Background: an optimization exercise with open tools, aiming at small area, a short achievable clock period and few clock cycles per item. Do not read the settings as production practice.
Only simulation tests tie the RTL to the original design; equivalence was not proved.
No activity file was given, so power comes from the tool's default toggle rates.

==> design/flow/design.v <==
module alu #(
    parameter INST_W = 4,
    parameter INT_W  = 6,
    parameter FRAC_W = 10,
    parameter DATA_W = INT_W + FRAC_W
)(
    input                      i_clk,
    input                      i_rst_n,
    input                      i_in_valid,
    output                     o_busy,
    input         [INST_W-1:0] i_inst,
    input  signed [DATA_W-1:0] i_data_a,
    input  signed [DATA_W-1:0] i_data_b,
    output                     o_out_valid,
    output        [DATA_W-1:0] o_data
);
integer i;
reg        busy_q;
reg        v1;
reg [3:0]  inst1;
reg [15:0] a1, b1;
reg [15:0] asel1;      
reg [7:0]  enc_one, enc_two, enc_neg;
reg [1:0]  icode;      
wire sp_c1 = (i_data_a[15:11] == 5'b00000);             
wire sp_c5 = !i_data_a[15] && !sp_c1;                   
wire sp_c2 = (i_data_a[15:10] == 6'b111111);            
wire sp_c3 = (i_data_a[15:10] == 6'b111110);            
wire sp_c4 = (i_data_a[15:10] == 6'b111101);            
wire [15:0] sp_k = sp_c1 ? 16'd10922 :
                   sp_c2 ? 16'd5461  :
                   sp_c3 ? 16'd3641  :
                   sp_c4 ? 16'd1820  :
                   sp_c5 ? 16'd16384 : 16'd0;
wire        in_sp = (i_inst == 4'd4);
wire [15:0] op_b = in_sp ? sp_k : i_data_b;
wire [16:0] op_bx = {op_b, 1'b0};
wire        take = i_in_valid && !busy_q;
assign o_busy = busy_q;
always @(posedge i_clk or negedge i_rst_n) begin
    if (!i_rst_n) begin
        busy_q <= 1'b1;
        v1     <= 1'b0;
    end else begin
        busy_q <= 1'b0;
        v1     <= take;
    end
end
always @(posedge i_clk) begin
    inst1 <= i_inst;
    a1    <= i_data_a;
    b1    <= op_b;
    for (i = 0; i < 16; i = i + 1)
        asel1[i] <= take && (i_inst == 4'd3) && (i_data_a[3:0] == i);
    icode <= !in_sp ? 2'd0 : (sp_c1 || sp_c2) ? 2'd1 : sp_c3 ? 2'd2 : sp_c4 ? 2'd3 : 2'd0;
    for (i = 0; i < 8; i = i + 1) begin
        enc_one[i] <= op_bx[2*i+1] ^ op_bx[2*i];
        enc_two[i] <= (op_bx[2*i+2] & ~op_bx[2*i+1] & ~op_bx[2*i]) | (~op_bx[2*i+2] & op_bx[2*i+1] & op_bx[2*i]);
        enc_neg[i] <= op_bx[2*i+2];
    end
end
reg        v2;
reg [1:0]  kind2;      
reg [15:0] x2;         
reg [23:0] m0, m1;     
reg        mc;         
reg [15:0] asel2;
reg [9:0]  hi_rd2;     
reg        ac2;        
reg [5:0]  bh2;        
reg [9:0]  acc_lo [0:15];
reg [9:0]  acc_hi [0:15];
reg [15:0] accw;
reg [9:0]  lo_cur, hi_arr;
always @(*) begin
    lo_cur = 10'd0;
    hi_arr = 10'd0;
    for (i = 0; i < 16; i = i + 1) begin
        lo_cur = lo_cur | ({10{asel1[i] & accw[i]}} & acc_lo[i]);
        hi_arr = hi_arr | ({10{asel1[i] & accw[i]}} & acc_hi[i]);
    end
end
wire       hi_fwd = |(asel1 & asel2);
wire [9:0] hi_sum;
wire [9:0] hi_cur = hi_fwd ? hi_sum : hi_arr;
wire [10:0] lo_sum = {1'b0, lo_cur} + {1'b0, b1[9:0]};
always @(posedge i_clk) begin
    for (i = 0; i < 16; i = i + 1)
        if (asel1[i]) acc_lo[i] <= lo_sum[9:0];
end
always @(posedge i_clk or negedge i_rst_n) begin
    if (!i_rst_n) accw <= 16'd0;
    else          accw <= accw | asel1;
end
wire is_mul = (inst1 == 4'd2);
wire is_sp  = (inst1 == 4'd4);
wire is_acc = (inst1 == 4'd3);
wire bo0 = enc_one[0];
wire bt0 = enc_two[0];
wire bn0 = enc_neg[0];
wire pp0_0 = ((bo0 & a1[0]) | (bt0 & 1'b0)) ^ bn0;
wire pp0_1 = ((bo0 & a1[1]) | (bt0 & a1[0])) ^ bn0;
wire pp0_2 = ((bo0 & a1[2]) | (bt0 & a1[1])) ^ bn0;
wire pp0_3 = ((bo0 & a1[3]) | (bt0 & a1[2])) ^ bn0;
wire pp0_4 = ((bo0 & a1[4]) | (bt0 & a1[3])) ^ bn0;
wire pp0_5 = ((bo0 & a1[5]) | (bt0 & a1[4])) ^ bn0;
wire pp0_6 = ((bo0 & a1[6]) | (bt0 & a1[5])) ^ bn0;
wire pp0_7 = ((bo0 & a1[7]) | (bt0 & a1[6])) ^ bn0;
wire pp0_8 = ((bo0 & a1[8]) | (bt0 & a1[7])) ^ bn0;
wire pp0_9 = ((bo0 & a1[9]) | (bt0 & a1[8])) ^ bn0;
wire pp0_10 = ((bo0 & a1[10]) | (bt0 & a1[9])) ^ bn0;
wire pp0_11 = ((bo0 & a1[11]) | (bt0 & a1[10])) ^ bn0;
wire pp0_12 = ((bo0 & a1[12]) | (bt0 & a1[11])) ^ bn0;
wire pp0_13 = ((bo0 & a1[13]) | (bt0 & a1[12])) ^ bn0;
wire pp0_14 = ((bo0 & a1[14]) | (bt0 & a1[13])) ^ bn0;
wire pp0_15 = ((bo0 & a1[15]) | (bt0 & a1[14])) ^ bn0;
wire pp0_16 = ~(((bo0 & a1[15]) | (bt0 & a1[15])) ^ bn0);
wire bo1 = enc_one[1];
wire bt1 = enc_two[1];
wire bn1 = enc_neg[1];
wire pp1_0 = ((bo1 & a1[0]) | (bt1 & 1'b0)) ^ bn1;
wire pp1_1 = ((bo1 & a1[1]) | (bt1 & a1[0])) ^ bn1;
wire pp1_2 = ((bo1 & a1[2]) | (bt1 & a1[1])) ^ bn1;
wire pp1_3 = ((bo1 & a1[3]) | (bt1 & a1[2])) ^ bn1;
wire pp1_4 = ((bo1 & a1[4]) | (bt1 & a1[3])) ^ bn1;
wire pp1_5 = ((bo1 & a1[5]) | (bt1 & a1[4])) ^ bn1;
wire pp1_6 = ((bo1 & a1[6]) | (bt1 & a1[5])) ^ bn1;
wire pp1_7 = ((bo1 & a1[7]) | (bt1 & a1[6])) ^ bn1;
wire pp1_8 = ((bo1 & a1[8]) | (bt1 & a1[7])) ^ bn1;
wire pp1_9 = ((bo1 & a1[9]) | (bt1 & a1[8])) ^ bn1;
wire pp1_10 = ((bo1 & a1[10]) | (bt1 & a1[9])) ^ bn1;
wire pp1_11 = ((bo1 & a1[11]) | (bt1 & a1[10])) ^ bn1;
wire pp1_12 = ((bo1 & a1[12]) | (bt1 & a1[11])) ^ bn1;
wire pp1_13 = ((bo1 & a1[13]) | (bt1 & a1[12])) ^ bn1;
wire pp1_14 = ((bo1 & a1[14]) | (bt1 & a1[13])) ^ bn1;
wire pp1_15 = ((bo1 & a1[15]) | (bt1 & a1[14])) ^ bn1;
wire pp1_16 = ~(((bo1 & a1[15]) | (bt1 & a1[15])) ^ bn1);
wire bo2 = enc_one[2];
wire bt2 = enc_two[2];
wire bn2 = enc_neg[2];
wire pp2_0 = ((bo2 & a1[0]) | (bt2 & 1'b0)) ^ bn2;
wire pp2_1 = ((bo2 & a1[1]) | (bt2 & a1[0])) ^ bn2;
wire pp2_2 = ((bo2 & a1[2]) | (bt2 & a1[1])) ^ bn2;
wire pp2_3 = ((bo2 & a1[3]) | (bt2 & a1[2])) ^ bn2;
wire pp2_4 = ((bo2 & a1[4]) | (bt2 & a1[3])) ^ bn2;
wire pp2_5 = ((bo2 & a1[5]) | (bt2 & a1[4])) ^ bn2;
wire pp2_6 = ((bo2 & a1[6]) | (bt2 & a1[5])) ^ bn2;
wire pp2_7 = ((bo2 & a1[7]) | (bt2 & a1[6])) ^ bn2;
wire pp2_8 = ((bo2 & a1[8]) | (bt2 & a1[7])) ^ bn2;
wire pp2_9 = ((bo2 & a1[9]) | (bt2 & a1[8])) ^ bn2;
wire pp2_10 = ((bo2 & a1[10]) | (bt2 & a1[9])) ^ bn2;
wire pp2_11 = ((bo2 & a1[11]) | (bt2 & a1[10])) ^ bn2;
wire pp2_12 = ((bo2 & a1[12]) | (bt2 & a1[11])) ^ bn2;
wire pp2_13 = ((bo2 & a1[13]) | (bt2 & a1[12])) ^ bn2;
wire pp2_14 = ((bo2 & a1[14]) | (bt2 & a1[13])) ^ bn2;
wire pp2_15 = ((bo2 & a1[15]) | (bt2 & a1[14])) ^ bn2;
wire pp2_16 = ~(((bo2 & a1[15]) | (bt2 & a1[15])) ^ bn2);
wire bo3 = enc_one[3];
wire bt3 = enc_two[3];
wire bn3 = enc_neg[3];
wire pp3_0 = ((bo3 & a1[0]) | (bt3 & 1'b0)) ^ bn3;
wire pp3_1 = ((bo3 & a1[1]) | (bt3 & a1[0])) ^ bn3;
wire pp3_2 = ((bo3 & a1[2]) | (bt3 & a1[1])) ^ bn3;
wire pp3_3 = ((bo3 & a1[3]) | (bt3 & a1[2])) ^ bn3;
wire pp3_4 = ((bo3 & a1[4]) | (bt3 & a1[3])) ^ bn3;
wire pp3_5 = ((bo3 & a1[5]) | (bt3 & a1[4])) ^ bn3;
wire pp3_6 = ((bo3 & a1[6]) | (bt3 & a1[5])) ^ bn3;
wire pp3_7 = ((bo3 & a1[7]) | (bt3 & a1[6])) ^ bn3;
wire pp3_8 = ((bo3 & a1[8]) | (bt3 & a1[7])) ^ bn3;
wire pp3_9 = ((bo3 & a1[9]) | (bt3 & a1[8])) ^ bn3;
wire pp3_10 = ((bo3 & a1[10]) | (bt3 & a1[9])) ^ bn3;
wire pp3_11 = ((bo3 & a1[11]) | (bt3 & a1[10])) ^ bn3;
wire pp3_12 = ((bo3 & a1[12]) | (bt3 & a1[11])) ^ bn3;
wire pp3_13 = ((bo3 & a1[13]) | (bt3 & a1[12])) ^ bn3;
wire pp3_14 = ((bo3 & a1[14]) | (bt3 & a1[13])) ^ bn3;
wire pp3_15 = ((bo3 & a1[15]) | (bt3 & a1[14])) ^ bn3;
wire pp3_16 = ~(((bo3 & a1[15]) | (bt3 & a1[15])) ^ bn3);
wire bo4 = enc_one[4];
wire bt4 = enc_two[4];
wire bn4 = enc_neg[4];
wire pp4_0 = ((bo4 & a1[0]) | (bt4 & 1'b0)) ^ bn4;
wire pp4_1 = ((bo4 & a1[1]) | (bt4 & a1[0])) ^ bn4;
wire pp4_2 = ((bo4 & a1[2]) | (bt4 & a1[1])) ^ bn4;
wire pp4_3 = ((bo4 & a1[3]) | (bt4 & a1[2])) ^ bn4;
wire pp4_4 = ((bo4 & a1[4]) | (bt4 & a1[3])) ^ bn4;
wire pp4_5 = ((bo4 & a1[5]) | (bt4 & a1[4])) ^ bn4;
wire pp4_6 = ((bo4 & a1[6]) | (bt4 & a1[5])) ^ bn4;
wire pp4_7 = ((bo4 & a1[7]) | (bt4 & a1[6])) ^ bn4;
wire pp4_8 = ((bo4 & a1[8]) | (bt4 & a1[7])) ^ bn4;
wire pp4_9 = ((bo4 & a1[9]) | (bt4 & a1[8])) ^ bn4;
wire pp4_10 = ((bo4 & a1[10]) | (bt4 & a1[9])) ^ bn4;
wire pp4_11 = ((bo4 & a1[11]) | (bt4 & a1[10])) ^ bn4;
wire pp4_12 = ((bo4 & a1[12]) | (bt4 & a1[11])) ^ bn4;
wire pp4_13 = ((bo4 & a1[13]) | (bt4 & a1[12])) ^ bn4;
wire pp4_14 = ((bo4 & a1[14]) | (bt4 & a1[13])) ^ bn4;
wire pp4_15 = ((bo4 & a1[15]) | (bt4 & a1[14])) ^ bn4;
wire pp4_16 = ~(((bo4 & a1[15]) | (bt4 & a1[15])) ^ bn4);
wire bo5 = enc_one[5];
wire bt5 = enc_two[5];
wire bn5 = enc_neg[5];
wire pp5_0 = ((bo5 & a1[0]) | (bt5 & 1'b0)) ^ bn5;
wire pp5_1 = ((bo5 & a1[1]) | (bt5 & a1[0])) ^ bn5;
wire pp5_2 = ((bo5 & a1[2]) | (bt5 & a1[1])) ^ bn5;
wire pp5_3 = ((bo5 & a1[3]) | (bt5 & a1[2])) ^ bn5;
wire pp5_4 = ((bo5 & a1[4]) | (bt5 & a1[3])) ^ bn5;
wire pp5_5 = ((bo5 & a1[5]) | (bt5 & a1[4])) ^ bn5;
wire pp5_6 = ((bo5 & a1[6]) | (bt5 & a1[5])) ^ bn5;
wire pp5_7 = ((bo5 & a1[7]) | (bt5 & a1[6])) ^ bn5;
wire pp5_8 = ((bo5 & a1[8]) | (bt5 & a1[7])) ^ bn5;
wire pp5_9 = ((bo5 & a1[9]) | (bt5 & a1[8])) ^ bn5;
wire pp5_10 = ((bo5 & a1[10]) | (bt5 & a1[9])) ^ bn5;
wire pp5_11 = ((bo5 & a1[11]) | (bt5 & a1[10])) ^ bn5;
wire pp5_12 = ((bo5 & a1[12]) | (bt5 & a1[11])) ^ bn5;
wire pp5_13 = ((bo5 & a1[13]) | (bt5 & a1[12])) ^ bn5;
wire pp5_14 = ((bo5 & a1[14]) | (bt5 & a1[13])) ^ bn5;
wire pp5_15 = ((bo5 & a1[15]) | (bt5 & a1[14])) ^ bn5;
wire pp5_16 = ~(((bo5 & a1[15]) | (bt5 & a1[15])) ^ bn5);
wire bo6 = enc_one[6];
wire bt6 = enc_two[6];
wire bn6 = enc_neg[6];
wire pp6_0 = ((bo6 & a1[0]) | (bt6 & 1'b0)) ^ bn6;
wire pp6_1 = ((bo6 & a1[1]) | (bt6 & a1[0])) ^ bn6;
wire pp6_2 = ((bo6 & a1[2]) | (bt6 & a1[1])) ^ bn6;
wire pp6_3 = ((bo6 & a1[3]) | (bt6 & a1[2])) ^ bn6;
wire pp6_4 = ((bo6 & a1[4]) | (bt6 & a1[3])) ^ bn6;
wire pp6_5 = ((bo6 & a1[5]) | (bt6 & a1[4])) ^ bn6;
wire pp6_6 = ((bo6 & a1[6]) | (bt6 & a1[5])) ^ bn6;
wire pp6_7 = ((bo6 & a1[7]) | (bt6 & a1[6])) ^ bn6;
wire pp6_8 = ((bo6 & a1[8]) | (bt6 & a1[7])) ^ bn6;
wire pp6_9 = ((bo6 & a1[9]) | (bt6 & a1[8])) ^ bn6;
wire pp6_10 = ((bo6 & a1[10]) | (bt6 & a1[9])) ^ bn6;
wire pp6_11 = ((bo6 & a1[11]) | (bt6 & a1[10])) ^ bn6;
wire pp6_12 = ((bo6 & a1[12]) | (bt6 & a1[11])) ^ bn6;
wire pp6_13 = ((bo6 & a1[13]) | (bt6 & a1[12])) ^ bn6;
wire pp6_14 = ((bo6 & a1[14]) | (bt6 & a1[13])) ^ bn6;
wire pp6_15 = ((bo6 & a1[15]) | (bt6 & a1[14])) ^ bn6;
wire pp6_16 = ~(((bo6 & a1[15]) | (bt6 & a1[15])) ^ bn6);
wire bo7 = enc_one[7];
wire bt7 = enc_two[7];
wire bn7 = enc_neg[7];
wire pp7_0 = ((bo7 & a1[0]) | (bt7 & 1'b0)) ^ bn7;
wire pp7_1 = ((bo7 & a1[1]) | (bt7 & a1[0])) ^ bn7;
wire pp7_2 = ((bo7 & a1[2]) | (bt7 & a1[1])) ^ bn7;
wire pp7_3 = ((bo7 & a1[3]) | (bt7 & a1[2])) ^ bn7;
wire pp7_4 = ((bo7 & a1[4]) | (bt7 & a1[3])) ^ bn7;
wire pp7_5 = ((bo7 & a1[5]) | (bt7 & a1[4])) ^ bn7;
wire pp7_6 = ((bo7 & a1[6]) | (bt7 & a1[5])) ^ bn7;
wire pp7_7 = ((bo7 & a1[7]) | (bt7 & a1[6])) ^ bn7;
wire pp7_8 = ((bo7 & a1[8]) | (bt7 & a1[7])) ^ bn7;
wire pp7_9 = ((bo7 & a1[9]) | (bt7 & a1[8])) ^ bn7;
wire pp7_10 = ((bo7 & a1[10]) | (bt7 & a1[9])) ^ bn7;
wire pp7_11 = ((bo7 & a1[11]) | (bt7 & a1[10])) ^ bn7;
wire pp7_12 = ((bo7 & a1[12]) | (bt7 & a1[11])) ^ bn7;
wire pp7_13 = ((bo7 & a1[13]) | (bt7 & a1[12])) ^ bn7;
wire pp7_14 = ((bo7 & a1[14]) | (bt7 & a1[13])) ^ bn7;
wire pp7_15 = ((bo7 & a1[15]) | (bt7 & a1[14])) ^ bn7;
wire pp7_16 = ~(((bo7 & a1[15]) | (bt7 & a1[15])) ^ bn7);
wire kc9 = (icode == 2'd0);
wire kc11 = (icode == 2'd1) | (icode == 2'd2);
wire kc12 = (icode == 2'd2) | (icode == 2'd3);
wire kc13 = (icode == 2'd3);
wire kc14 = (icode == 2'd1) | (icode == 2'd2) | (icode == 2'd3) | bn7;
wire kc15 = (icode == 2'd1);
wire kc16 = (icode == 2'd0) | (icode == 2'd1) | (icode == 2'd2);
wire kc17 = (icode == 2'd0);
wire kc18 = (icode == 2'd1);
wire kc19 = (icode == 2'd0) | (icode == 2'd2);
wire kc20 = (icode == 2'd1) | (icode == 2'd2);
wire kc21 = (icode == 2'd0) | (icode == 2'd2);
wire kc22 = (icode == 2'd1);
wire kc23 = (icode == 2'd0);
wire kc24 = (icode == 2'd1) | (icode == 2'd2) | (icode == 2'd3);
wire hs0 = bn5 ^ pp0_10;
wire hc0 = bn5 & pp0_10;
wire fs0 = kc11 ^ pp0_11 ^ pp1_9;
wire fc0 = (kc11 & pp0_11) | (kc11 & pp1_9) | (pp0_11 & pp1_9);
wire fs1 = bn6 ^ kc12 ^ pp0_12;
wire fc1 = (bn6 & kc12) | (bn6 & pp0_12) | (kc12 & pp0_12);
wire fs2 = pp1_10 ^ pp2_8 ^ pp3_6;
wire fc2 = (pp1_10 & pp2_8) | (pp1_10 & pp3_6) | (pp2_8 & pp3_6);
wire fs3 = kc13 ^ pp0_13 ^ pp1_11;
wire fc3 = (kc13 & pp0_13) | (kc13 & pp1_11) | (pp0_13 & pp1_11);
wire fs4 = pp2_9 ^ pp3_7 ^ pp4_5;
wire fc4 = (pp2_9 & pp3_7) | (pp2_9 & pp4_5) | (pp3_7 & pp4_5);
wire fs5 = kc14 ^ pp0_14 ^ pp1_12;
wire fc5 = (kc14 & pp0_14) | (kc14 & pp1_12) | (pp0_14 & pp1_12);
wire fs6 = pp2_10 ^ pp3_8 ^ pp4_6;
wire fc6 = (pp2_10 & pp3_8) | (pp2_10 & pp4_6) | (pp3_8 & pp4_6);
wire hs1 = pp5_4 ^ pp6_2;
wire hc1 = pp5_4 & pp6_2;
wire fs7 = kc15 ^ pp0_15 ^ pp1_13;
wire fc7 = (kc15 & pp0_15) | (kc15 & pp1_13) | (pp0_15 & pp1_13);
wire fs8 = pp2_11 ^ pp3_9 ^ pp4_7;
wire fc8 = (pp2_11 & pp3_9) | (pp2_11 & pp4_7) | (pp3_9 & pp4_7);
wire fs9 = pp5_5 ^ pp6_3 ^ pp7_1;
wire fc9 = (pp5_5 & pp6_3) | (pp5_5 & pp7_1) | (pp6_3 & pp7_1);
wire fs10 = kc16 ^ pp0_16 ^ pp1_14;
wire fc10 = (kc16 & pp0_16) | (kc16 & pp1_14) | (pp0_16 & pp1_14);
wire fs11 = pp2_12 ^ pp3_10 ^ pp4_8;
wire fc11 = (pp2_12 & pp3_10) | (pp2_12 & pp4_8) | (pp3_10 & pp4_8);
wire fs12 = pp5_6 ^ pp6_4 ^ pp7_2;
wire fc12 = (pp5_6 & pp6_4) | (pp5_6 & pp7_2) | (pp6_4 & pp7_2);
wire fs13 = kc17 ^ pp1_15 ^ pp2_13;
wire fc13 = (kc17 & pp1_15) | (kc17 & pp2_13) | (pp1_15 & pp2_13);
wire fs14 = pp3_11 ^ pp4_9 ^ pp5_7;
wire fc14 = (pp3_11 & pp4_9) | (pp3_11 & pp5_7) | (pp4_9 & pp5_7);
wire hs2 = pp6_5 ^ pp7_3;
wire hc2 = pp6_5 & pp7_3;
wire fs15 = kc18 ^ pp1_16 ^ pp2_14;
wire fc15 = (kc18 & pp1_16) | (kc18 & pp2_14) | (pp1_16 & pp2_14);
wire fs16 = pp3_12 ^ pp4_10 ^ pp5_8;
wire fc16 = (pp3_12 & pp4_10) | (pp3_12 & pp5_8) | (pp4_10 & pp5_8);
wire hs3 = pp6_6 ^ pp7_4;
wire hc3 = pp6_6 & pp7_4;
wire fs17 = kc19 ^ pp2_15 ^ pp3_13;
wire fc17 = (kc19 & pp2_15) | (kc19 & pp3_13) | (pp2_15 & pp3_13);
wire fs18 = pp4_11 ^ pp5_9 ^ pp6_7;
wire fc18 = (pp4_11 & pp5_9) | (pp4_11 & pp6_7) | (pp5_9 & pp6_7);
wire fs19 = kc20 ^ pp2_16 ^ pp3_14;
wire fc19 = (kc20 & pp2_16) | (kc20 & pp3_14) | (pp2_16 & pp3_14);
wire hs4 = pp4_12 ^ pp5_10;
wire hc4 = pp4_12 & pp5_10;
wire fs20 = kc21 ^ pp3_15 ^ pp4_13;
wire fc20 = (kc21 & pp3_15) | (kc21 & pp4_13) | (pp3_15 & pp4_13);
wire hs5 = kc22 ^ pp3_16;
wire hc5 = kc22 & pp3_16;
wire hs6 = bn3 ^ pp0_6;
wire hc6 = bn3 & pp0_6;
wire hs7 = pp0_7 ^ pp1_5;
wire hc7 = pp0_7 & pp1_5;
wire fs21 = bn4 ^ pp0_8 ^ pp1_6;
wire fc21 = (bn4 & pp0_8) | (bn4 & pp1_6) | (pp0_8 & pp1_6);
wire hs8 = pp2_4 ^ pp3_2;
wire hc8 = pp2_4 & pp3_2;
wire fs22 = kc9 ^ pp0_9 ^ pp1_7;
wire fc22 = (kc9 & pp0_9) | (kc9 & pp1_7) | (pp0_9 & pp1_7);
wire fs23 = pp2_5 ^ pp3_3 ^ pp4_1;
wire fc23 = (pp2_5 & pp3_3) | (pp2_5 & pp4_1) | (pp3_3 & pp4_1);
wire fs24 = pp1_8 ^ pp2_6 ^ pp3_4;
wire fc24 = (pp1_8 & pp2_6) | (pp1_8 & pp3_4) | (pp2_6 & pp3_4);
wire fs25 = pp4_2 ^ pp5_0 ^ hs0;
wire fc25 = (pp4_2 & pp5_0) | (pp4_2 & hs0) | (pp5_0 & hs0);
wire fs26 = pp2_7 ^ pp3_5 ^ pp4_3;
wire fc26 = (pp2_7 & pp3_5) | (pp2_7 & pp4_3) | (pp3_5 & pp4_3);
wire fs27 = pp5_1 ^ hc0 ^ fs0;
wire fc27 = (pp5_1 & hc0) | (pp5_1 & fs0) | (hc0 & fs0);
wire fs28 = pp4_4 ^ pp5_2 ^ pp6_0;
wire fc28 = (pp4_4 & pp5_2) | (pp4_4 & pp6_0) | (pp5_2 & pp6_0);
wire fs29 = fc0 ^ fs1 ^ fs2;
wire fc29 = (fc0 & fs1) | (fc0 & fs2) | (fs1 & fs2);
wire fs30 = pp5_3 ^ pp6_1 ^ fc1;
wire fc30 = (pp5_3 & pp6_1) | (pp5_3 & fc1) | (pp6_1 & fc1);
wire fs31 = fc2 ^ fs3 ^ fs4;
wire fc31 = (fc2 & fs3) | (fc2 & fs4) | (fs3 & fs4);
wire fs32 = pp7_0 ^ hs1 ^ fc3;
wire fc32 = (pp7_0 & hs1) | (pp7_0 & fc3) | (hs1 & fc3);
wire fs33 = fc4 ^ fs5 ^ fs6;
wire fc33 = (fc4 & fs5) | (fc4 & fs6) | (fs5 & fs6);
wire fs34 = hc1 ^ fc5 ^ fc6;
wire fc34 = (hc1 & fc5) | (hc1 & fc6) | (fc5 & fc6);
wire fs35 = fs7 ^ fs8 ^ fs9;
wire fc35 = (fs7 & fs8) | (fs7 & fs9) | (fs8 & fs9);
wire fs36 = fc7 ^ fc8 ^ fc9;
wire fc36 = (fc7 & fc8) | (fc7 & fc9) | (fc8 & fc9);
wire fs37 = fs10 ^ fs11 ^ fs12;
wire fc37 = (fs10 & fs11) | (fs10 & fs12) | (fs11 & fs12);
wire fs38 = hs2 ^ fc10 ^ fc11;
wire fc38 = (hs2 & fc10) | (hs2 & fc11) | (fc10 & fc11);
wire fs39 = fc12 ^ fs13 ^ fs14;
wire fc39 = (fc12 & fs13) | (fc12 & fs14) | (fs13 & fs14);
wire fs40 = hc2 ^ hs3 ^ fc13;
wire fc40 = (hc2 & hs3) | (hc2 & fc13) | (hs3 & fc13);
wire fs41 = fc14 ^ fs15 ^ fs16;
wire fc41 = (fc14 & fs15) | (fc14 & fs16) | (fs15 & fs16);
wire fs42 = pp7_5 ^ hc3 ^ fc15;
wire fc42 = (pp7_5 & hc3) | (pp7_5 & fc15) | (hc3 & fc15);
wire fs43 = fc16 ^ fs17 ^ fs18;
wire fc43 = (fc16 & fs17) | (fc16 & fs18) | (fs17 & fs18);
wire fs44 = pp6_8 ^ pp7_6 ^ hs4;
wire fc44 = (pp6_8 & pp7_6) | (pp6_8 & hs4) | (pp7_6 & hs4);
wire fs45 = fc17 ^ fc18 ^ fs19;
wire fc45 = (fc17 & fc18) | (fc17 & fs19) | (fc18 & fs19);
wire fs46 = pp5_11 ^ pp6_9 ^ pp7_7;
wire fc46 = (pp5_11 & pp6_9) | (pp5_11 & pp7_7) | (pp6_9 & pp7_7);
wire fs47 = hc4 ^ fc19 ^ fs20;
wire fc47 = (hc4 & fc19) | (hc4 & fs20) | (fc19 & fs20);
wire fs48 = pp4_14 ^ pp5_12 ^ pp6_10;
wire fc48 = (pp4_14 & pp5_12) | (pp4_14 & pp6_10) | (pp5_12 & pp6_10);
wire fs49 = pp7_8 ^ hs5 ^ fc20;
wire fc49 = (pp7_8 & hs5) | (pp7_8 & fc20) | (hs5 & fc20);
wire fs50 = kc23 ^ pp4_15 ^ pp5_13;
wire fc50 = (kc23 & pp4_15) | (kc23 & pp5_13) | (pp4_15 & pp5_13);
wire fs51 = pp6_11 ^ pp7_9 ^ hc5;
wire fc51 = (pp6_11 & pp7_9) | (pp6_11 & hc5) | (pp7_9 & hc5);
wire fs52 = kc24 ^ pp4_16 ^ pp5_14;
wire fc52 = (kc24 & pp4_16) | (kc24 & pp5_14) | (pp4_16 & pp5_14);
wire hs9 = pp6_12 ^ pp7_10;
wire hc9 = pp6_12 & pp7_10;
wire fs53 = 1'b1 ^ pp5_15 ^ pp6_13;
wire fc53 = (1'b1 & pp5_15) | (1'b1 & pp6_13) | (pp5_15 & pp6_13);
wire hs10 = bn2 ^ pp0_4;
wire hc10 = bn2 & pp0_4;
wire hs11 = pp0_5 ^ pp1_3;
wire hc11 = pp0_5 & pp1_3;
wire fs54 = pp1_4 ^ pp2_2 ^ pp3_0;
wire fc54 = (pp1_4 & pp2_2) | (pp1_4 & pp3_0) | (pp2_2 & pp3_0);
wire fs55 = pp2_3 ^ pp3_1 ^ hc6;
wire fc55 = (pp2_3 & pp3_1) | (pp2_3 & hc6) | (pp3_1 & hc6);
wire fs56 = pp4_0 ^ hc7 ^ hs8;
wire fc56 = (pp4_0 & hc7) | (pp4_0 & hs8) | (hc7 & hs8);
wire fs57 = hc8 ^ fc21 ^ fs22;
wire fc57 = (hc8 & fc21) | (hc8 & fs22) | (fc21 & fs22);
wire fs58 = fc22 ^ fc23 ^ fs24;
wire fc58 = (fc22 & fc23) | (fc22 & fs24) | (fc23 & fs24);
wire fs59 = fc24 ^ fs26 ^ fc25;
wire fc59 = (fc24 & fs26) | (fc24 & fc25) | (fs26 & fc25);
wire fs60 = fc26 ^ fs28 ^ fc27;
wire fc60 = (fc26 & fs28) | (fc26 & fc27) | (fs28 & fc27);
wire fs61 = fc28 ^ fc29 ^ fs30;
wire fc61 = (fc28 & fc29) | (fc28 & fs30) | (fc29 & fs30);
wire fs62 = fc30 ^ fc31 ^ fs32;
wire fc62 = (fc30 & fc31) | (fc30 & fs32) | (fc31 & fs32);
wire fs63 = fc32 ^ fc33 ^ fs34;
wire fc63 = (fc32 & fc33) | (fc32 & fs34) | (fc33 & fs34);
wire fs64 = fc34 ^ fc35 ^ fs36;
wire fc64 = (fc34 & fc35) | (fc34 & fs36) | (fc35 & fs36);
wire fs65 = fc36 ^ fc37 ^ fs38;
wire fc65 = (fc36 & fc37) | (fc36 & fs38) | (fc37 & fs38);
wire fs66 = fc38 ^ fc39 ^ fs40;
wire fc66 = (fc38 & fc39) | (fc38 & fs40) | (fc39 & fs40);
wire fs67 = fc40 ^ fc41 ^ fs42;
wire fc67 = (fc40 & fc41) | (fc40 & fs42) | (fc41 & fs42);
wire fs68 = fc42 ^ fs44 ^ fc43;
wire fc68 = (fc42 & fs44) | (fc42 & fc43) | (fs44 & fc43);
wire fs69 = fs46 ^ fc44 ^ fc45;
wire fc69 = (fs46 & fc44) | (fs46 & fc45) | (fc44 & fc45);
wire fs70 = fc46 ^ fs48 ^ fc47;
wire fc70 = (fc46 & fs48) | (fc46 & fc47) | (fs48 & fc47);
wire fs71 = fc48 ^ fs50 ^ fs51;
wire fc71 = (fc48 & fs50) | (fc48 & fs51) | (fs50 & fs51);
wire fs72 = hs9 ^ fc50 ^ fs52;
wire fc72 = (hs9 & fc50) | (hs9 & fs52) | (fc50 & fs52);
wire fs73 = pp7_11 ^ hc9 ^ fc52;
wire fc73 = (pp7_11 & hc9) | (pp7_11 & fc52) | (hc9 & fc52);
wire fs74 = pp5_16 ^ pp6_14 ^ pp7_12;
wire fc74 = (pp5_16 & pp6_14) | (pp5_16 & pp7_12) | (pp6_14 & pp7_12);
wire hs12 = 1'b1 ^ pp6_15;
wire hc12 = 1'b1 & pp6_15;
wire hs13 = bn1 ^ pp0_2;
wire hc13 = bn1 & pp0_2;
wire hs14 = pp0_3 ^ pp1_1;
wire hc14 = pp0_3 & pp1_1;
wire fs75 = pp1_2 ^ pp2_0 ^ hs10;
wire fc75 = (pp1_2 & pp2_0) | (pp1_2 & hs10) | (pp2_0 & hs10);
wire fs76 = pp2_1 ^ hc10 ^ hs11;
wire fc76 = (pp2_1 & hc10) | (pp2_1 & hs11) | (hc10 & hs11);
wire fs77 = hc11 ^ hs6 ^ fs54;
wire fc77 = (hc11 & hs6) | (hc11 & fs54) | (hs6 & fs54);
wire fs78 = hs7 ^ fc54 ^ fs55;
wire fc78 = (hs7 & fc54) | (hs7 & fs55) | (fc54 & fs55);
wire fs79 = fs21 ^ fc55 ^ fs56;
wire fc79 = (fs21 & fc55) | (fs21 & fs56) | (fc55 & fs56);
wire fs80 = fs23 ^ fc56 ^ fs57;
wire fc80 = (fs23 & fc56) | (fs23 & fs57) | (fc56 & fs57);
wire fs81 = fs25 ^ fc57 ^ fs58;
wire fc81 = (fs25 & fc57) | (fs25 & fs58) | (fc57 & fs58);
wire fs82 = fc58 ^ fs27 ^ fs59;
wire fc82 = (fc58 & fs27) | (fc58 & fs59) | (fs27 & fs59);
wire fs83 = fs29 ^ fc59 ^ fs60;
wire fc83 = (fs29 & fc59) | (fs29 & fs60) | (fc59 & fs60);
wire fs84 = fs31 ^ fc60 ^ fs61;
wire fc84 = (fs31 & fc60) | (fs31 & fs61) | (fc60 & fs61);
wire fs85 = fs33 ^ fc61 ^ fs62;
wire fc85 = (fs33 & fc61) | (fs33 & fs62) | (fc61 & fs62);
wire fs86 = fs35 ^ fc62 ^ fs63;
wire fc86 = (fs35 & fc62) | (fs35 & fs63) | (fc62 & fs63);
wire fs87 = fs37 ^ fc63 ^ fs64;
wire fc87 = (fs37 & fc63) | (fs37 & fs64) | (fc63 & fs64);
wire fs88 = fs39 ^ fc64 ^ fs65;
wire fc88 = (fs39 & fc64) | (fs39 & fs65) | (fc64 & fs65);
wire fs89 = fs41 ^ fc65 ^ fs66;
wire fc89 = (fs41 & fc65) | (fs41 & fs66) | (fc65 & fs66);
wire fs90 = fs43 ^ fc66 ^ fs67;
wire fc90 = (fs43 & fc66) | (fs43 & fs67) | (fc66 & fs67);
wire fs91 = fs45 ^ fc67 ^ fs68;
wire fc91 = (fs45 & fc67) | (fs45 & fs68) | (fc67 & fs68);
wire fs92 = fs47 ^ fc68 ^ fs69;
wire fc92 = (fs47 & fc68) | (fs47 & fs69) | (fc68 & fs69);
wire fs93 = fs49 ^ fc69 ^ fs70;
wire fc93 = (fs49 & fc69) | (fs49 & fs70) | (fc69 & fs70);
wire fs94 = fc49 ^ fs71 ^ fc70;
wire fc94 = (fc49 & fs71) | (fc49 & fc70) | (fs71 & fc70);
wire fs95 = fc51 ^ fs72 ^ fc71;
wire fc95 = (fc51 & fs72) | (fc51 & fc71) | (fs72 & fc71);
wire fs96 = fs53 ^ fc72 ^ fs73;
wire fc96 = (fs53 & fc72) | (fs53 & fs73) | (fc72 & fs73);
wire fs97 = fc53 ^ fs74 ^ fc73;
wire fc97 = (fc53 & fs74) | (fc53 & fc73) | (fs74 & fc73);
wire fs98 = pp7_13 ^ hs12 ^ fc74;
wire fc98 = (pp7_13 & hs12) | (pp7_13 & fc74) | (hs12 & fc74);
wire fs99 = pp6_16 ^ pp7_14 ^ hc12;
wire fc99 = (pp6_16 & pp7_14) | (pp6_16 & hc12) | (pp7_14 & hc12);
wire hs15 = 1'b1 ^ pp7_15;
wire hc15 = 1'b1 & pp7_15;
wire [31:0] mr0 = {1'b1, pp7_16, fc99, fc98, fc97, fc96, fc95, fc94, fc93, fc92, fc91, fc90, fc89, fc88, fc87, fc86, fc85, fc84, fc83, fc82, fc81, fc80, fc79, fc78, fc77, fc76, fc75, hc14, hc13, pp1_0, pp0_1, bn0};
wire [31:0] mr1 = {1'b0, hc15, hs15, fs99, fs98, fs97, fs96, fs95, fs94, fs93, fs92, fs91, fs90, fs89, fs88, fs87, fs86, fs85, fs84, fs83, fs82, fs81, fs80, fs79, fs78, fs77, fs76, fs75, hs14, hs13, 1'b0, pp0_0};
wire [8:0] mlow = {1'b0, mr0[7:0]} + {1'b0, mr1[7:0]};
wire        sub  = inst1[0];
wire [15:0] bx   = b1 ^ {16{sub}};
wire [16:0] as   = {a1[15], a1} + {bx[15], bx} + {16'd0, sub};
wire [15:0] as_s = (as[16] == as[15]) ? as[15:0] : as[16] ? 16'h8000 : 16'h7fff;
wire        is_rot = inst1[0];
wire [3:0]  sh   = is_rot ? (4'd0 - b1[3:0]) : b1[3:0];
wire [15:0] rr   = ({a1, a1} >> sh);
reg  [15:0] therm;                        
always @(*) begin
    for (i = 0; i < 16; i = i + 1)
        therm[i] = (b1[3:0] > i);
end
reg  [15:0] shf;
always @(*) begin
    for (i = 0; i < 16; i = i + 1) begin
        if (is_rot)
            shf[i] = (b1[15:5] != 11'd0 || (b1[4] && therm[i])) ? 1'b0 : rr[i];
        else
            shf[i] = (b1[15:4] != 12'd0 || therm[15-i]) ? a1[15] : rr[i];
    end
end
reg  [4:0]  clz;
always @(*) begin
    clz = 5'd16;
    for (i = 0; i < 16; i = i + 1)
        if (a1[i]) clz = 5'd15 - i;
end
reg [15:0] rmatch;
always @(*) begin
    rmatch = 16'd0;
    for (i = 0; i < 13; i = i + 1)
        rmatch[i] = (a1[i +: 4] == {b1[15-i], b1[14-i], b1[13-i], b1[12-i]});
end
reg [15:0] simple;
always @(*) begin
    case (inst1)
        4'd0, 4'd1: simple = as_s;
        4'd5:       simple = a1 ^ b1;
        4'd6, 4'd7: simple = shf;
        4'd8:       simple = {11'd0, clz};
        default:    simple = rmatch;
    endcase
end
always @(posedge i_clk or negedge i_rst_n) begin
    if (!i_rst_n) v2 <= 1'b0;
    else          v2 <= v1;
end
always @(posedge i_clk) begin
    kind2 <= is_acc ? 2'd1 : is_mul ? 2'd2 : is_sp ? 2'd3 : 2'd0;
    x2    <= is_acc ? {6'd0, lo_sum[9:0]} : simple;
    m0    <= mr0[31:8];
    m1    <= mr1[31:8];
    mc    <= mlow[8];
    asel2 <= asel1;
    hi_rd2 <= hi_cur;
    ac2   <= lo_sum[10];
    bh2   <= b1[15:10];
end
reg        vo;
reg [15:0] out_q;
assign hi_sum = hi_rd2 + {{4{bh2[5]}}, bh2} + {9'd0, ac2};
always @(posedge i_clk) begin
    for (i = 0; i < 16; i = i + 1)
        if (asel2[i]) acc_hi[i] <= hi_sum;
end
wire [23:0] t = m0 + m1 + {23'd0, mc};
wire [15:0] mul_r = (t[23:17] == 7'h00 || t[23:17] == 7'h7f) ? t[17:2] :
                    t[23] ? 16'h8000 : 16'h7fff;
wire [15:0] acc_r = (hi_sum[9:5] == 5'h00 || hi_sum[9:5] == 5'h1f) ? {hi_sum[5:0], x2[9:0]} :
                    hi_sum[9] ? 16'h8000 : 16'h7fff;
always @(posedge i_clk or negedge i_rst_n) begin
    if (!i_rst_n) vo <= 1'b0;
    else          vo <= v2;
end
always @(posedge i_clk) begin
    case (kind2)
        2'd1:    out_q <= acc_r;
        2'd2:    out_q <= mul_r;
        2'd3:    out_q <= t[21:6];
        default: out_q <= x2;
    endcase
end
assign o_out_valid = vo;
assign o_data      = out_q;
endmodule
==> design/flow/flow/run.sh <==
#!/bin/bash
cd "$(dirname "$0")/.."
cat >> config.mk <<'EOC'
export TNS_END_PERCENT = 10
export BUFFER_PORTS_ARGS = -buffer_cell sky130_fd_sc_hd__buf_2
export CTS_ARGS = -sink_clustering_enable -repair_clock_nets -dont_use_dummy_load -sink_clustering_size 22 -sink_clustering_max_diameter 120
EOC
cp config.mk config_cts.mk
echo "export SETUP_SLACK_MARGIN = 6.55" >> config.mk
bash standard.sh cts > standard_cts.log 2>&1
cp config_cts.mk config.mk
echo "export SETUP_SLACK_MARGIN = 6.2" >> config.mk
bash standard.sh finish > standard.log 2>&1
==> design/flow/standard.sh <==
#!/bin/bash
# synth_recipe.tcl (not shown) runs the flow's synth.tcl, then flattens the netlist and writes it again
# the make line also repeats each setting of config.mk as NAME=value (left out here)
make -C /OpenROAD-flow-scripts/flow DESIGN_CONFIG=/design/flow/config.mk WORK_HOME=/design/flow/orfs CLKGATE_MAP_FILE= SYNTH_SCRIPT=/design/flow/synth_recipe.tcl "${@:-finish}"
==> design/flow/config.mk <==
export PLATFORM = sky130hd
export DESIGN_NAME = alu
export DESIGN_NICKNAME = alu
export VERILOG_FILES = /design/flow/design.v
export SDC_FILE = /design/flow/constraint.sdc
export NUM_CORES = 4
export LEC_CHECK = 0
export CAP_MARGIN = 20
export CORE_MARGIN = 2
export CORE_UTILIZATION = 40
export SLEW_MARGIN = 20
export TNS_END_PERCENT = 10
export BUFFER_PORTS_ARGS = -buffer_cell sky130_fd_sc_hd__buf_2
export CTS_ARGS = -sink_clustering_enable -repair_clock_nets -dont_use_dummy_load -sink_clustering_size 22 -sink_clustering_max_diameter 120
export SETUP_SLACK_MARGIN = 6.2
==> design/flow/constraint.sdc <==
create_clock -name core_clock -period 10.0 [get_ports {i_clk}]
set_input_delay 2.0000 -clock core_clock [delete_from_list [all_inputs] [get_ports {i_clk}]]
set_output_delay 2.0000 -clock core_clock [all_outputs]
set_load 0.01 [all_outputs]
==> notes.md, run 1 <==
# TYPE chip_impl_metric gauge
chip_impl_info{name="timing_worst_setup_path_type",value="flip-flop to flip-flop"} 1
chip_impl_metric{name="grt_max_degree",unit=""} 32
chip_impl_metric{name="actual_transition_at_the_worst_max_transition_pin",unit="ps"} 964
chip_impl_metric{name="place.gp.congestion",unit=""} 0.912
chip_impl_metric{name="maxSlewHeadroom",unit="%"} 35.4
chip_impl_metric{name="pin_count",unit=""} 57
chip_impl_metric{name="maxCapViolCount",unit=""} 0
chip_impl_metric{name="cp.required",unit="ps"} 10440
chip_impl_metric{name="via_per_inst",unit=""} 5.97
chip_impl_metric{name="global_route.overflow_total",unit=""} 0
chip_impl_metric{name="grt_pass1_wl",unit="µm"} 127000
chip_impl_metric{name="report.final.hold_viol_count",unit=""} 0
chip_impl_metric{name="num_antenna_cells",unit=""} 0
chip_impl_metric{name="combined_buffer_and_inverter_count_along_the_critical_path",unit=""} 5
chip_impl_metric{name="yosys_register_bits",unit=""} 523
chip_impl_metric{name="synthXorXnorAreaFrac",unit="%"} 8.47
chip_impl_metric{name="clkLatencyLatePin",unit="ps"} 630
chip_impl_metric{name="die_area",unit="µm²"} 71400
chip_impl_metric{name="detailroute.via_count",unit=""} 19800
chip_impl_metric{name="n_fill_cell",unit=""} 6304
chip_impl_metric{name="drt_first_iter_violations",unit=""} 2232
chip_impl_metric{name="synth_fp_nets",unit=""} 2602
chip_impl_info{name="synth_top_family_by_area",value="compound AO/OA/AOI/OAI gates"} 1
chip_impl_info{name="cts.root.buffer_cell",value="sky130_fd_sc_hd__clkbuf_16"} 1
chip_impl_metric{name="worst_clock_skew",unit="ps"} 91.6
chip_impl_info{name="synthFlopType",value="sky130_fd_sc_hd__edfxtp_1"} 1
chip_impl_metric{name="maxSlewViolCount",unit=""} 0
chip_impl_metric{name="max-clock-path-buffers",unit=""} 3
chip_impl_metric{name="placement.io_buffers",unit=""} 56
chip_impl_info{name="run_status",value="no timing/DRC/antenna violations"} 1
chip_impl_metric{name="synth_mux_area_share",unit="%"} 2.64
chip_impl_info{name="synth.largest_area_cell",value="sky130_fd_sc_hd__edfxtp_1"} 1
chip_impl_metric{name="longest_individual_stage_delay_on_the_worst_path",unit="ps"} 570
chip_impl_metric{name="floorplan.die.width",unit="µm"} 267
chip_impl_metric{name="hpwl_detailed",unit="µm"} 55000
chip_impl_metric{name="design_power_total",unit="mW"} 6.15
chip_impl_metric{name="htree_levels",unit=""} 1
chip_impl_metric{name="floorplan.initialDensity",unit="%"} 40.4
chip_impl_info{name="timing.hold.worst.class",value="flip-flop to flip-flop"} 1
chip_impl_metric{name="synth-simple-area-share",unit="%"} 7.01
chip_impl_metric{name="utilization",unit="%"} 44.6
chip_impl_metric{name="achievable-frequency",unit="MHz"} 282
chip_impl_metric{name="cp_data_arrival_time",unit="ps"} 3980
chip_impl_metric{name="drive_gt1_share",unit="%"} 12.1
chip_impl_metric{name="synth.top_cell.area_share",unit="%"} 34.7
chip_impl_info{name="endpoint_kind",value="flip-flop"} 1
chip_impl_metric{name="drt-pass1-iter-count",unit=""} 7
chip_impl_info{name="synth.top_cells.by_count",value="sky130_fd_sc_hd__edfxtp_1, sky130_fd_sc_hd__dfxtp_1, sky130_fd_sc_hd__a22oi_1"} 1
chip_impl_metric{name="numCtsBuffers",unit=""} 28
chip_impl_metric{name="remaining_drc_errors",unit=""} 0
chip_impl_metric{name="postLayoutCellArea",unit="µm²"} 30600
chip_impl_metric{name="power_density",unit="nW/µm²"} 201
chip_impl_metric{name="mapped_avg_cell_area",unit="µm²"} 11.7
chip_impl_metric{name="area_delta_synth_final",unit="%"} 10.3
chip_impl_metric{name="synth-edff-count",unit=""} 320
chip_impl_metric{name="floorplan.rows",unit=""} 96
chip_impl_metric{name="wl",unit="µm"} 85100
chip_impl_info{name="crit_slowest_cell",value="sky130_fd_sc_hd__fa_1"} 1
chip_impl_metric{name="number_of_global_route_vias_before_repair",unit=""} 19700
chip_impl_metric{name="place_area",unit="µm²"} 29000
chip_impl_metric{name="core_area",unit="µm²"} 68600
chip_impl_metric{name="syn-instance-count",unit=""} 2374
chip_impl_metric{name="average_wire_per_cell_in_the_routed_design",unit="µm"} 25.7
chip_impl_metric{name="p_leak",unit="nW"} 11.5
chip_impl_metric{name="setup_viol",unit=""} 0
chip_impl_metric{name="synth_adder_area_share",unit="%"} 11.4
chip_impl_info{name="cpLargestDelayFamily",value="adder cells"} 1
chip_impl_metric{name="clock_sink_count",unit=""} 523
chip_impl_info{name="rsz_0062_raised_after_global_routing",value="false"} 1
chip_impl_metric{name="async_reset_ff_share",unit="%"} 3.82
chip_impl_metric{name="ys_warn_count",unit=""} 3
chip_impl_metric{name="final_antenna_net_count",unit=""} 0
chip_impl_metric{name="grt_antenna_before_repair",unit=""} 1
chip_impl_metric{name="final_cycle_share",unit="%"} 35.4
chip_impl_info{name="post-synth-top-count-cell",value="sky130_fd_sc_hd__edfxtp_1"} 1
chip_impl_info{name="tritoncts",value="done"} 1
chip_impl_metric{name="grt_util_all_layers",unit="%"} 23.7
chip_impl_metric{name="num-nets-final",unit=""} 2610
chip_impl_metric{name="cts.hold.buffers_added",unit=""} 0
chip_impl_metric{name="synth.cell_area",unit="µm²"} 27700
chip_impl_metric{name="yosys_cell_types",unit=""} 83
chip_impl_info{name="start_kind",value="flip-flop"} 1
chip_impl_info{name="synth.top_cells.by_area",value="sky130_fd_sc_hd__edfxtp_1, sky130_fd_sc_hd__dfxtp_1, sky130_fd_sc_hd__fa_1, sky130_fd_sc_hd__xnor2_1, sky130_fd_sc_hd__a22oi_1"} 1
chip_impl_metric{name="fp.dieH",unit="µm"} 267
chip_impl_metric{name="timing.critical_path.fanout_max",unit=""} 15
chip_impl_info{name="critical_path.cell_chain",value="buf_4, inv_1, xnor2_1, fa_1, inv_1, fa_1, inv_1, fa_1, inv_1, fa_1"} 1
chip_impl_metric{name="share_of_the_synthesized_area_in_compound_gates_ao_oa_aoi_oai",unit="%"} 16.6
chip_impl_metric{name="power.ir.vdd_worst",unit="µV"} 135
chip_impl_metric{name="final.setup.tns",unit="ps"} 0
chip_impl_metric{name="worst_setup_hold_path_clk_slew",unit="ps"} 90
chip_impl_metric{name="period_needed",unit="ps"} 3540
chip_impl_metric{name="synth_sequential_area_ratio",unit="%"} 49.7
[registers in the layout, indices dropped and copies added (netlist names), 23 cells and up]
signal	flops
acc_hi	160
acc_lo	160
m1	23
m0	23
[where the power goes]
part | switching [mW] | internal (mW)
Sequential | 0.111 | 2.45
Combinational | 1.46 | 0.960
Clock | 0.666 | 0.496
[metal layers]
| layer | global-route usage (%) | up-vias | routed length, µm | share of wire, % |
|---|---|---|---|---|
| met4 | 7.14 | 0 | 2520 | 3.0 |
| met1 | 33.0 | 10000 | 36200 | 42 |
| met2 | 38.9 | 905 | 40200 | 47 |
| met5 | 0 | - | 0 | 0 |
| li1 | - | 8707 | - | - |
| met3 | 2.69 | 130 | 6190 | 7.3 |
[through the flow]
stage	hold WS (ps)	worst slack, ps	std cells
after floorplan	329	6440	2374
final	342	6460	3311
after global placement	333	5410	3244
after global routing	357	6220	3311
after CTS	338	6490	3310
after detailed placement	338	5220	3244
[cells by family (layout without fill, tap and decap cells)]
kind of cell             count (synthesis)  count (layout)
adder cells (fa/ha/maj)                191             191
AND/OR/NAND/NOR                        389             391
other                                    1               1
buffers and inverters                  301             305
XOR/XNOR                               268             268
AO/OA/AOI/OAI                          630             630
multiplexers                            71              71
flip-flops                             523             523
[what timing repair did]
item,in CTS,in global routing
setup endpoints to repair,184,0
resized for setup,102,0
buffers inserted,32,0
[final cells by class]
cell class	count	area [µm²]	share of cell area, %
clock buffer	28	701	2.29
multi-input combinational	1552	13200	43.2
sequential	523	13800	45.3
timing repair buffer	142	1140	3.72
inverter	135	514	1.68
tap	931	1160	3.81
[path summary, 6_finish.rpt]
kind                                          from                 end  slack [ps]  cells past startpoint
worst min-delay path                  v1$_DFF_PN0_        v2$_DFF_PN0_         340                      0
worst min register to register        v1$_DFF_PN0_        v2$_DFF_PN0_         340                      0
worst max-delay path            enc_neg[4]$_DFF_P_      m1[12]$_DFF_P_        6460                     10
max in group asynchronous                  i_rst_n   accw[7]$_DFF_PN0_        8160                      1
min in group asynchronous                  i_rst_n  accw[12]$_DFF_PN0_        1370                      1
worst max register to register  enc_neg[4]$_DFF_P_      m1[12]$_DFF_P_        6460                     10
[layout by cell type, fill, tap and decap left out, drive strengths merged, types with 28 or more instances in the layout]
cell	n
a22o	59
nand4	36
nor3	30
edfxtp	320
dfxtp	183
a221oi	66
clkbuf	28
xor2	114
xnor2	154
a21oi	96
fa	103
ha	86
nor2	92
mux2i	67
nand3	28
buf	138
inv	132
a22oi	180
and2	29
o21ai	75
nand2	95
Testbench counts, summed over its fixed seeds: cycles 3,224, items 3,200.
==> inputs of run 2 (changes only) <==
--- a/design/flow/flow/run.sh
+++ b/design/flow/flow/run.sh
@@ -3,3 +3,3 @@
 cat >> config.mk <<'EOC'
-export TNS_END_PERCENT = 10
+export TNS_END_PERCENT = 20
 export BUFFER_PORTS_ARGS = -buffer_cell sky130_fd_sc_hd__buf_2
--- a/design/flow/config.mk
+++ b/design/flow/config.mk
@@ -11,3 +11,3 @@
 export SLEW_MARGIN = 20
-export TNS_END_PERCENT = 10
+export TNS_END_PERCENT = 20
 export BUFFER_PORTS_ARGS = -buffer_cell sky130_fd_sc_hd__buf_2
==> notes.md, run 2 <==
# TYPE chip_impl_metric gauge
chip_impl_metric{name="maxSlewViolCount",unit=""} 0
chip_impl_metric{name="synth.cell_area",unit="µm²"} 27700
chip_impl_metric{name="core_area",unit="µm²"} 68600
chip_impl_metric{name="place.gp.congestion",unit=""} 0.951
chip_impl_metric{name="grt_util_all_layers",unit="%"} 23.8
chip_impl_metric{name="p_leak",unit="nW"} 11.5
chip_impl_metric{name="clock_power_share",unit="%"} 19.1
chip_impl_metric{name="cp.required",unit="ps"} 10390
chip_impl_info{name="synth.largest_area_cell",value="sky130_fd_sc_hd__edfxtp_1"} 1
chip_impl_metric{name="worst_clock_skew",unit="ps"} 82.8
chip_impl_metric{name="synth.top_cell.area_share",unit="%"} 34.7
chip_impl_metric{name="cts.hold.buffers_added",unit=""} 0
chip_impl_metric{name="p_sw",unit="mW"} 2.26
chip_impl_metric{name="num-nets-final",unit=""} 2605
chip_impl_metric{name="global_route.overflow_total",unit=""} 0
chip_impl_metric{name="final_cycle_share",unit="%"} 35.8
chip_impl_info{name="worst_hold_path.endpoint",value="v2$_DFF_PN0_"} 1
chip_impl_info{name="reg_top3",value="acc_hi: 160 flops, acc_lo: 160 flops"} 1
chip_impl_metric{name="via_per_inst",unit=""} 5.96
chip_impl_info{name="post-synth-top-count-cell",value="sky130_fd_sc_hd__edfxtp_1"} 1
chip_impl_metric{name="final.setup.tns",unit="ps"} 0
chip_impl_metric{name="maxSlewHeadroom",unit="%"} 29.3
chip_impl_info{name="synth.top_cells.by_area",value="sky130_fd_sc_hd__edfxtp_1, sky130_fd_sc_hd__dfxtp_1, sky130_fd_sc_hd__fa_1, sky130_fd_sc_hd__xnor2_1, sky130_fd_sc_hd__a22oi_1"} 1
chip_impl_metric{name="floorplan.die.width",unit="µm"} 267
chip_impl_info{name="hold_start",value="v1$_DFF_PN0_"} 1
chip_impl_metric{name="reg2reg_setup_slack",unit="ps"} 6420
chip_impl_metric{name="average_wire_per_cell_in_the_routed_design",unit="µm"} 25.9
chip_impl_info{name="cts.root.buffer_cell",value="sky130_fd_sc_hd__clkbuf_16"} 1
chip_impl_metric{name="placement.io_buffers",unit=""} 56
chip_impl_metric{name="hold-path-cell-count",unit=""} 0
chip_impl_metric{name="timing.critical_path.fanout_max",unit=""} 20
chip_impl_metric{name="post_layout_nonfiller_instances",unit=""} 3306
chip_impl_metric{name="grt_pass1_wl",unit="µm"} 127000
chip_impl_info{name="timing.hold.worst.class",value="flip-flop to flip-flop"} 1
chip_impl_metric{name="syn-instance-count",unit=""} 2374
chip_impl_metric{name="mapped_avg_cell_area",unit="µm²"} 11.7
chip_impl_info{name="layout_common_cells",value="sky130_fd_sc_hd__edfxtp_1, sky130_fd_sc_hd__a22oi_1, sky130_fd_sc_hd__dfxtp_1, sky130_fd_sc_hd__xnor2_1, sky130_fd_sc_hd__inv_1"} 1
chip_impl_metric{name="yosys_register_bits",unit=""} 523
chip_impl_metric{name="power_report.internal_total",unit="mW"} 3.91
chip_impl_info{name="endpoint_kind",value="flip-flop"} 1
chip_impl_metric{name="htree_levels",unit=""} 1
chip_impl_metric{name="grt_antenna_before_repair",unit=""} 1
chip_impl_metric{name="postLayoutCellArea",unit="µm²"} 30600
chip_impl_metric{name="switching_share",unit="%"} 36.6
chip_impl_info{name="critical_path.reg2reg.endpoint",value="acc_lo[6][8]$_DFFE_PP_"} 1
chip_impl_metric{name="drt_first_iter_violations",unit=""} 2121
chip_impl_metric{name="async_reset_ff_share",unit="%"} 3.82
chip_impl_metric{name="hpwl_detailed",unit="µm"} 55500
chip_impl_metric{name="maxCapViolCount",unit=""} 0
chip_impl_metric{name="seq_power_share",unit="%"} 41.5
chip_impl_metric{name="drt-pass1-iter-count",unit=""} 7
chip_impl_info{name="reg2reg_from",value="accw[2]$_DFF_PN0_"} 1
chip_impl_metric{name="die_area",unit="µm²"} 71400
chip_impl_metric{name="synth-edff-count",unit=""} 320
chip_impl_metric{name="cp_data_arrival_time",unit="ps"} 3970
chip_impl_metric{name="clkLatencyLatePin",unit="ps"} 640
chip_impl_metric{name="ys_warn_count",unit=""} 3
chip_impl_metric{name="yosys_cell_types",unit=""} 83
chip_impl_metric{name="wl",unit="µm"} 85700
chip_impl_metric{name="synth_fp_nets",unit=""} 2602
chip_impl_metric{name="setup_viol",unit=""} 0
chip_impl_metric{name="pwr-share-comb",unit="%"} 39.3
chip_impl_metric{name="report.final.hold_viol_count",unit=""} 0
chip_impl_metric{name="worst_setup_hold_path_clk_slew",unit="ps"} 90
chip_impl_metric{name="fp.dieH",unit="µm"} 267
chip_impl_metric{name="number_of_global_route_vias_before_repair",unit=""} 19400
chip_impl_metric{name="final.hold.worst_slack",unit="ps"} 353
chip_impl_metric{name="numCtsBuffers",unit=""} 28
chip_impl_metric{name="clock_sink_count",unit=""} 523
chip_impl_metric{name="pin_count",unit=""} 57
chip_impl_info{name="timing_worst_setup_path_type",value="flip-flop to flip-flop"} 1
chip_impl_info{name="synthFlopType",value="sky130_fd_sc_hd__edfxtp_1"} 1
chip_impl_metric{name="floorplan.initialDensity",unit="%"} 40.4
chip_impl_metric{name="place.detailed.instances",unit=""} 3244
chip_impl_metric{name="detailroute.via_count",unit=""} 19700
chip_impl_metric{name="final_antenna_net_count",unit=""} 0
chip_impl_metric{name="num_antenna_cells",unit=""} 0
chip_impl_metric{name="drive_gt1_share",unit="%"} 12.0
chip_impl_info{name="rsz_0062_raised_after_global_routing",value="false"} 1
chip_impl_metric{name="area_delta_synth_final",unit="%"} 10.4
chip_impl_metric{name="power_density",unit="nW/µm²"} 202
chip_impl_metric{name="remaining_drc_errors",unit=""} 0
chip_impl_info{name="synth.top_cells.by_count",value="sky130_fd_sc_hd__edfxtp_1, sky130_fd_sc_hd__dfxtp_1, sky130_fd_sc_hd__a22oi_1"} 1
chip_impl_metric{name="place_area",unit="µm²"} 29000
chip_impl_info{name="tritoncts",value="done"} 1
chip_impl_metric{name="power.ir.vdd_worst",unit="µV"} 132
chip_impl_metric{name="period_needed",unit="ps"} 3580
chip_impl_info{name="start_kind",value="flip-flop"} 1
chip_impl_metric{name="actual_transition_at_the_worst_max_transition_pin",unit="ps"} 1060
chip_impl_metric{name="ff2ff_path_depth",unit=""} 17
chip_impl_metric{name="max-clock-path-buffers",unit=""} 3
chip_impl_metric{name="floorplan.rows",unit=""} 96
chip_impl_info{name="run_status",value="no timing/DRC/antenna violations"} 1
chip_impl_metric{name="achievable-frequency",unit="MHz"} 280
chip_impl_metric{name="grt_max_degree",unit=""} 32
chip_impl_metric{name="synth_sequential_area_ratio",unit="%"} 49.7
chip_impl_info{name="most_common_library_cell_in_the_layout_ignoring_fill_and_taps",value="sky130_fd_sc_hd__edfxtp_1"} 1
-- run 2: cell counts after synthesis --
No cell type changed its count.
-- run 2: critical path, cell delays in order, from the launching register on --
cell                       delay (ps)
sky130_fd_sc_hd__dfrtp_1          380
sky130_fd_sc_hd__and2_1           170
sky130_fd_sc_hd__buf_8            190
sky130_fd_sc_hd__a22o_1           270
sky130_fd_sc_hd__a221oi_2         240
sky130_fd_sc_hd__nand4_1          160
sky130_fd_sc_hd__ha_1             250
sky130_fd_sc_hd__fa_1             440
sky130_fd_sc_hd__a21oi_1          170
sky130_fd_sc_hd__nor2_1            70
sky130_fd_sc_hd__nor2_2           140
sky130_fd_sc_hd__o21bai_1          90
sky130_fd_sc_hd__a21oi_2          140
sky130_fd_sc_hd__o21bai_1          90
sky130_fd_sc_hd__a21oi_2          120
sky130_fd_sc_hd__buf_4            150
sky130_fd_sc_hd__xnor2_4           90
sky130_fd_sc_hd__buf_12           160
-- run 2: stage by stage --
step | util (%) | worst slack, ps | total power [mW]
floorplan | - | 6440 | 4.21
global placement | 42.3 | 5510 | 4.91
detailed placement | 42.3 | 5380 | 4.95
CTS | 44.6 | 6470 | 6.16
global route | 44.6 | 6220 | 6.53
finish | 44.6 | 6420 | 6.17
-- run 2: repair_timing --
| item | CTS | global route |
|---|---|---|
| gates resized for setup | 103 | 0 |
| buffers inserted | 30 | 0 |
| endpoints found under the setup margin | 165 | 0 |
-- run 2: cell type report --
class / count / area, µm²
timing repair buffer: 139 / 1130
sequential: 523 / 13800
inverter: 135 / 513
multi-input combinational: 1550 / 13200
tap: 931 / 1160
fill: 6240 / 38000
clock buffer: 28 / 701
-- run 2: worst max path at each step --
stage	start	to	slack (ps)	cells after the start
detailed placement	asel1[7]$_DFF_P_	x2[9]$_DFF_P_	5380	15
global route	accw[4]$_DFF_PN0_	acc_lo[13][8]$_DFFE_PP_	6220	17
CTS	accw[3]$_DFF_PN0_	acc_lo[6][8]$_DFFE_PP_	6470	17
finish	accw[2]$_DFF_PN0_	acc_lo[6][8]$_DFFE_PP_	6420	17
floorplan	i_inst[0]	enc_two[4]$_DFF_P_	6440	6
global placement	asel1[7]$_DFF_P_	x2[9]$_DFF_P_	5510	15
-- run 2: cell families after synthesis --
kind of cell	synth area share [%]
other cells	0.0135
mux	2.64
buf+inv	4.14
fa+ha+maj	11.4
simple gates	7.01
compound gates	16.6
xor+xnor	8.47
flops	49.7
-- run 2: per-layer routing --
metal  vias to the layer above  part of all wire, %  track usage, %
met4                         2                  2.7            6.30
met3                       138                  7.9            3.56
li1                       8692                    -               -
met5                         -                0.015               0
met2                       951                   46            38.3
met1                      9934                   43            33.6
-- run 2: power groups by stage --
stage / Combinational (mW) / Clock [mW] / Sequential [mW]
6_report: 2.43 / 1.18 / 2.56
5_1_grt: 2.69 / 1.27 / 2.57
4_1_cts: 2.40 / 1.20 / 2.56
3_3_place_gp: 2.29 / 0 / 2.61
2_1_floorplan: 1.66 / 0 / 2.55
3_5_place_dp: 2.34 / 0 / 2.61

-- port drivers added, routing unchanged --
The results above use ideal ports. As a check the final layouts listed here were re-extracted and re-timed, cells and wires unchanged. Step 1 assumes that a clkbuf_16 drives the clock port and a buf_2 every other input. Step 2 adds t to the input delays and takes it off the output delays; t is the mean of the earliest and latest rising clock arrival at the registers after step 1. Input paths then give back, and output paths get back, about the clock's delay inside the block. Slacks: ideal / step 1 / step 2; pairs: ideal / step 1.
| run | t, ns | slack for setup (ns) | worst hold slack (ns) | worst setup path at the end |
|---|---|---|---|---|
| run 1 | 0.654 | 6.459 / 6.459 / 5.883 | 0.342 / 0.342 / 0.342 | input to register |
| run 2 | 0.668 | 6.423 / 6.423 / 5.830 | 0.353 / 0.353 / 0.353 | input to register |
After both steps every run listed still meets setup and hold. The setup slack of run 2, which loses most, moves by 0.000 ns with the drivers and by -0.593 ns with both steps.
